What follows belongs to an exercise in optimizing a design on an open flow for small area and a short achievable clock period; a production flow would make more cautious choices. Function was checked by simulation only, so behaviour that the tests miss may differ from the original. The clock port is modelled as an ideal driver, which makes a skipped or thinned clock tree look cheaper than it is; a real chip needs a root buffer or a tree. Power and IR drop assume default switching activity.

==> flow/design.v <==
`timescale 1ns/10ps
module IOTDF( clk, rst, in_en, iot_in, fn_sel, busy, valid, iot_out);
input          clk;
input          rst;
input          in_en;
input  [7:0]   iot_in;
input  [2:0]   fn_sel;
output         busy;
output         valid;
output [127:0] iot_out;
reg  [127:0] x;         
reg  [127:0] y;         
reg  [2:0]   s3;        
reg          carry;     
reg          r;         
reg          ones;      
reg          copy_r;    
reg          emit_r;    
reg  [2:0]   fn;        
reg          valid_r;
reg  [3:0]   cnt;       
reg          have;      
reg  [2:0]   pos;       
reg          r0done;    
wire ph0  = (cnt == 4'd0);
wire ph15 = (cnt == 4'd15);
wire f_mma  = (fn == 3'b001) | (fn == 3'b010) | (fn == 3'b011);
wire f_avg  = (fn == 3'b011);
wire f_ext  = (fn == 3'b100);
wire f_exc  = (fn == 3'b101);
wire f_peak = (fn[2:1] == 2'b11);
wire f_less = (fn == 3'b010) | (fn == 3'b111);
wire [7:0] a = x[127:120];
wire [7:0] b = y[127:120];
wire r_prev = r;
wire [7:0] gk = a & ~b;
wire [7:0] pk = a | ~b;
wire g10 = gk[1] | (pk[1] & gk[0]), p10 = pk[1] & pk[0];
wire g32 = gk[3] | (pk[3] & gk[2]), p32 = pk[3] & pk[2];
wire g54 = gk[5] | (pk[5] & gk[4]), p54 = pk[5] & pk[4];
wire g76 = gk[7] | (pk[7] & gk[6]), p76 = pk[7] & pk[6];
wire g30 = g32 | (p32 & g10), p30 = p32 & p10;
wire g74 = g76 | (p76 & g54), p74 = p76 & p54;
wire g70 = g74 | (p74 & g30), p70 = p74 & p30;
wire r_next = f_less ^ (g70 | (p70 & (r_prev ^ f_less)));
wire ones_next = (a == 8'hFF) & ones;
wire better = r_next;
wire last   = (pos == 3'd7);
wire first  = (pos == 3'd0) & ~(f_peak & r0done);    
wire ge70   = a[7] | (a[6] & a[5] & a[4]);
wire ltAF   = ~a[7] | (~a[6] & (~a[5] | (~a[4] & ~(&a[3:0]))));
wire lt7F   = ~a[7] & ~(&a[6:0]);
wire geC0   = a[7] & a[6];
wire ext_ok = ge70 & (ltAF | ((a == 8'hAF) & ~ones));
wire exc_ok = lt7F | ((a == 8'h7F) & ~ones) | geC0;
wire copy_now = f_ext | f_exc | first | better;
wire emit_now = have & ((f_mma & last) |
                        (f_peak & (r0done ? better : last)) |
                        (f_ext & ext_ok) |
                        (f_exc & exc_ok));
wire copy = ph0 ? copy_now : copy_r;
wire       first_in = ~have | last;     
wire [3:0] low    = (s3 & {3{~first_in}}) + x[10:8];
wire [7:0] addend = {x[10:8] & {3{~ph15}}, x[7:3]};
wire [8:0] asum   = (y[7:0] & {8{~first}}) + addend + carry;
wire sel_a = f_avg;
wire sel_x = ~f_avg & copy;
wire sel_y = ~f_avg & ~copy;
wire [7:0] yin = (asum[7:0] & {8{sel_a}}) | (x[7:0] & {8{sel_x}}) | (y[7:0] & {8{sel_y}});
assign busy    = 1'b0;
assign valid   = valid_r;
assign iot_out = y;
always @(posedge clk) begin
	x <= {iot_in, x[127:8]};
	fn <= fn_sel;
	y <= {yin, y[127:8]};
	r <= ~ph0 & r_next;
	ones <= ph0 | ones_next;
	if (ph15) begin
		carry   <= low[3];
		s3      <= low[2:0];
	end
	else
		carry <= asum[8];
	if (ph0) begin
		copy_r <= copy_now;
		emit_r <= emit_now;
	end
end
always @(posedge clk or posedge rst) begin
	if (rst) begin
		valid_r <= 1'b0;
		cnt     <= 4'd0;
		have    <= 1'b0;
		pos     <= 3'd0;
		r0done  <= 1'b0;
	end
	else begin
		valid_r <= ph15 & emit_r;
		if (in_en | have | ~ph0)
			cnt <= cnt + 4'd1;
		if (ph15) begin
			have <= in_en;
			if (have) begin
				pos <= pos + 3'd1;
				if (last)
					r0done <= 1'b1;
			end
		end
	end
end
endmodule
Settings: LEC_CHECK=0, ABC_AREA=0, CAP_MARGIN=20, CORE_MARGIN=2, CORE_UTILIZATION=72, CTS_BUF_LIST=sky130_fd_sc_hd__clkbuf_8, CTS_CLUSTER_DIAMETER=60, CTS_CLUSTER_SIZE=18, PLACE_DENSITY=0.8, SLEW_MARGIN=20; clock period 10.0 ns.
standard.sh (not shown) runs the stock make flow with config.mk's settings and CLKGATE_MAP_FILE= SYNTH_SCRIPT=/design/flow/synth_recipe.tcl, a recipe that flattens the netlist after the stock synthesis.
==> flow/flow/run.sh <==
#!/bin/bash
# The standard layout, with these changes:
#  - plain sky130_fd_sc_hd__buf_1 cells as the port buffers;
#  - timing repair aims at a period of 10 - SETUP_SLACK_MARGIN ns, and runs
#    after global routing only, once the clock tree has its final form.
set -euo pipefail
here=$(pwd)
export BUFFER_PORTS_ARGS="-buffer_cell sky130_fd_sc_hd__buf_1"
export POST_CTS_TCL="$here/flow/post_cts.tcl"
export SKIP_CTS_REPAIR_TIMING=1
export SETUP_SLACK_MARGIN=7.1
bash standard.sh > flow_standard.log 2>&1
Other scripts of this flow, unchanged in this note and not shown: flow/flow/post_cts.tcl, flow/flow/reroot.tcl
Next try:
--- a/flow/config.mk
+++ b/flow/config.mk
@@ -9,8 +9,8 @@
 export CAP_MARGIN = 20
 export CORE_MARGIN = 2
-export CORE_UTILIZATION = 72
+export CORE_UTILIZATION = 65
 export CTS_BUF_LIST = sky130_fd_sc_hd__clkbuf_8
 export CTS_CLUSTER_DIAMETER = 60
 export CTS_CLUSTER_SIZE = 18
-export PLACE_DENSITY = 0.8
+export PLACE_DENSITY = 0.75
 export SLEW_MARGIN = 20
Outcome: Critical path depth is unchanged; area after synthesis stays the same; die area increases by 10%; sequential power stays flat; final area is about the same; worst setup slack improves by 14 ps; routed wire length falls by 14%; register-to-register slack gains 100 ps; via count came out lower by 5.8%; final cell count goes up by 1.2%; hold slack gains 10 ps.

Another version of the RTL of IOTDF (not shown whole).
For scale: roughly 280 flip-flops, ~140 I/O pins.
Settings: LEC_CHECK=0, ABC_AREA=0, CAP_MARGIN=20, CORE_MARGIN=2, CORE_UTILIZATION=65, CTS_BUF_LIST=sky130_fd_sc_hd__clkbuf_8, CTS_CLUSTER_DIAMETER=60, CTS_CLUSTER_SIZE=18, PLACE_DENSITY=0.75, SLEW_MARGIN=20; clock period 10.0 ns.
==> flow/flow/run.sh <==
#!/bin/bash
# The standard layout, with these changes:
#  - plain sky130_fd_sc_hd__buf_1 cells as the port buffers;
#  - timing repair aims at a period of 10 - SETUP_SLACK_MARGIN ns, and runs
#    after global routing only, once the clock tree has its final form.
set -euo pipefail
here=$(pwd)
export BUFFER_PORTS_ARGS="-buffer_cell sky130_fd_sc_hd__buf_1"
export POST_CTS_TCL="$here/flow/post_cts.tcl"
export SKIP_CTS_REPAIR_TIMING=1
export SETUP_SLACK_MARGIN=7.0
bash standard.sh > flow_standard.log 2>&1
Other scripts of this flow, unchanged in this note and not shown: flow/flow/post_cts.tcl, flow/flow/reroot.tcl
The baseline produced a clean layout.
==> next run, changes <==
--- a/flow/flow/run.sh
+++ b/flow/flow/run.sh
@@ -9,4 +9,4 @@
 export POST_CTS_TCL="$here/flow/post_cts.tcl"
 export SKIP_CTS_REPAIR_TIMING=1
-export SETUP_SLACK_MARGIN=7.0
+export SETUP_SLACK_MARGIN=7.1
 bash standard.sh > flow_standard.log 2>&1
What happened: The new run produced a clean layout. First-iteration DRC count decreases by roughly a tenth. Synthesized cell count does not change. Synthesized area does not change.

afterwards: timing with drivers on the ports:
No port has a modelled driver above. Below, the same layouts with a new extraction and two added sets of constraints. Step 1 assumes that a clkbuf_16 drives the clock port and a buf_2 every other input. Step 2 also shifts input and output timing later by t, the mid clock arrival at the registers, as if the neighbouring blocks saw the same clock. Slacks: no drivers / after step 1 / after step 2; pairs: no drivers / after step 1.
run	t, ns	slack for setup (ns)	latest minus earliest clock arrival (ns)	slew at the worst register clock pin (ns)
the first run of note 1	0.363	7.121 / 7.034 / 7.245	0.054 / 0.054	0.11 / 0.11
the second run of note 1	0.368	7.135 / 7.052 / 7.342	0.036 / 0.036	0.11 / 0.11
the first run of note 2	0.364	7.056 / 6.968 / 7.241	0.055 / 0.054	0.11 / 0.11
the second run of note 2	0.364	7.124 / 7.035 / 7.257	0.052 / 0.053	0.11 / 0.11
After both steps setup and hold are still met in every run listed.
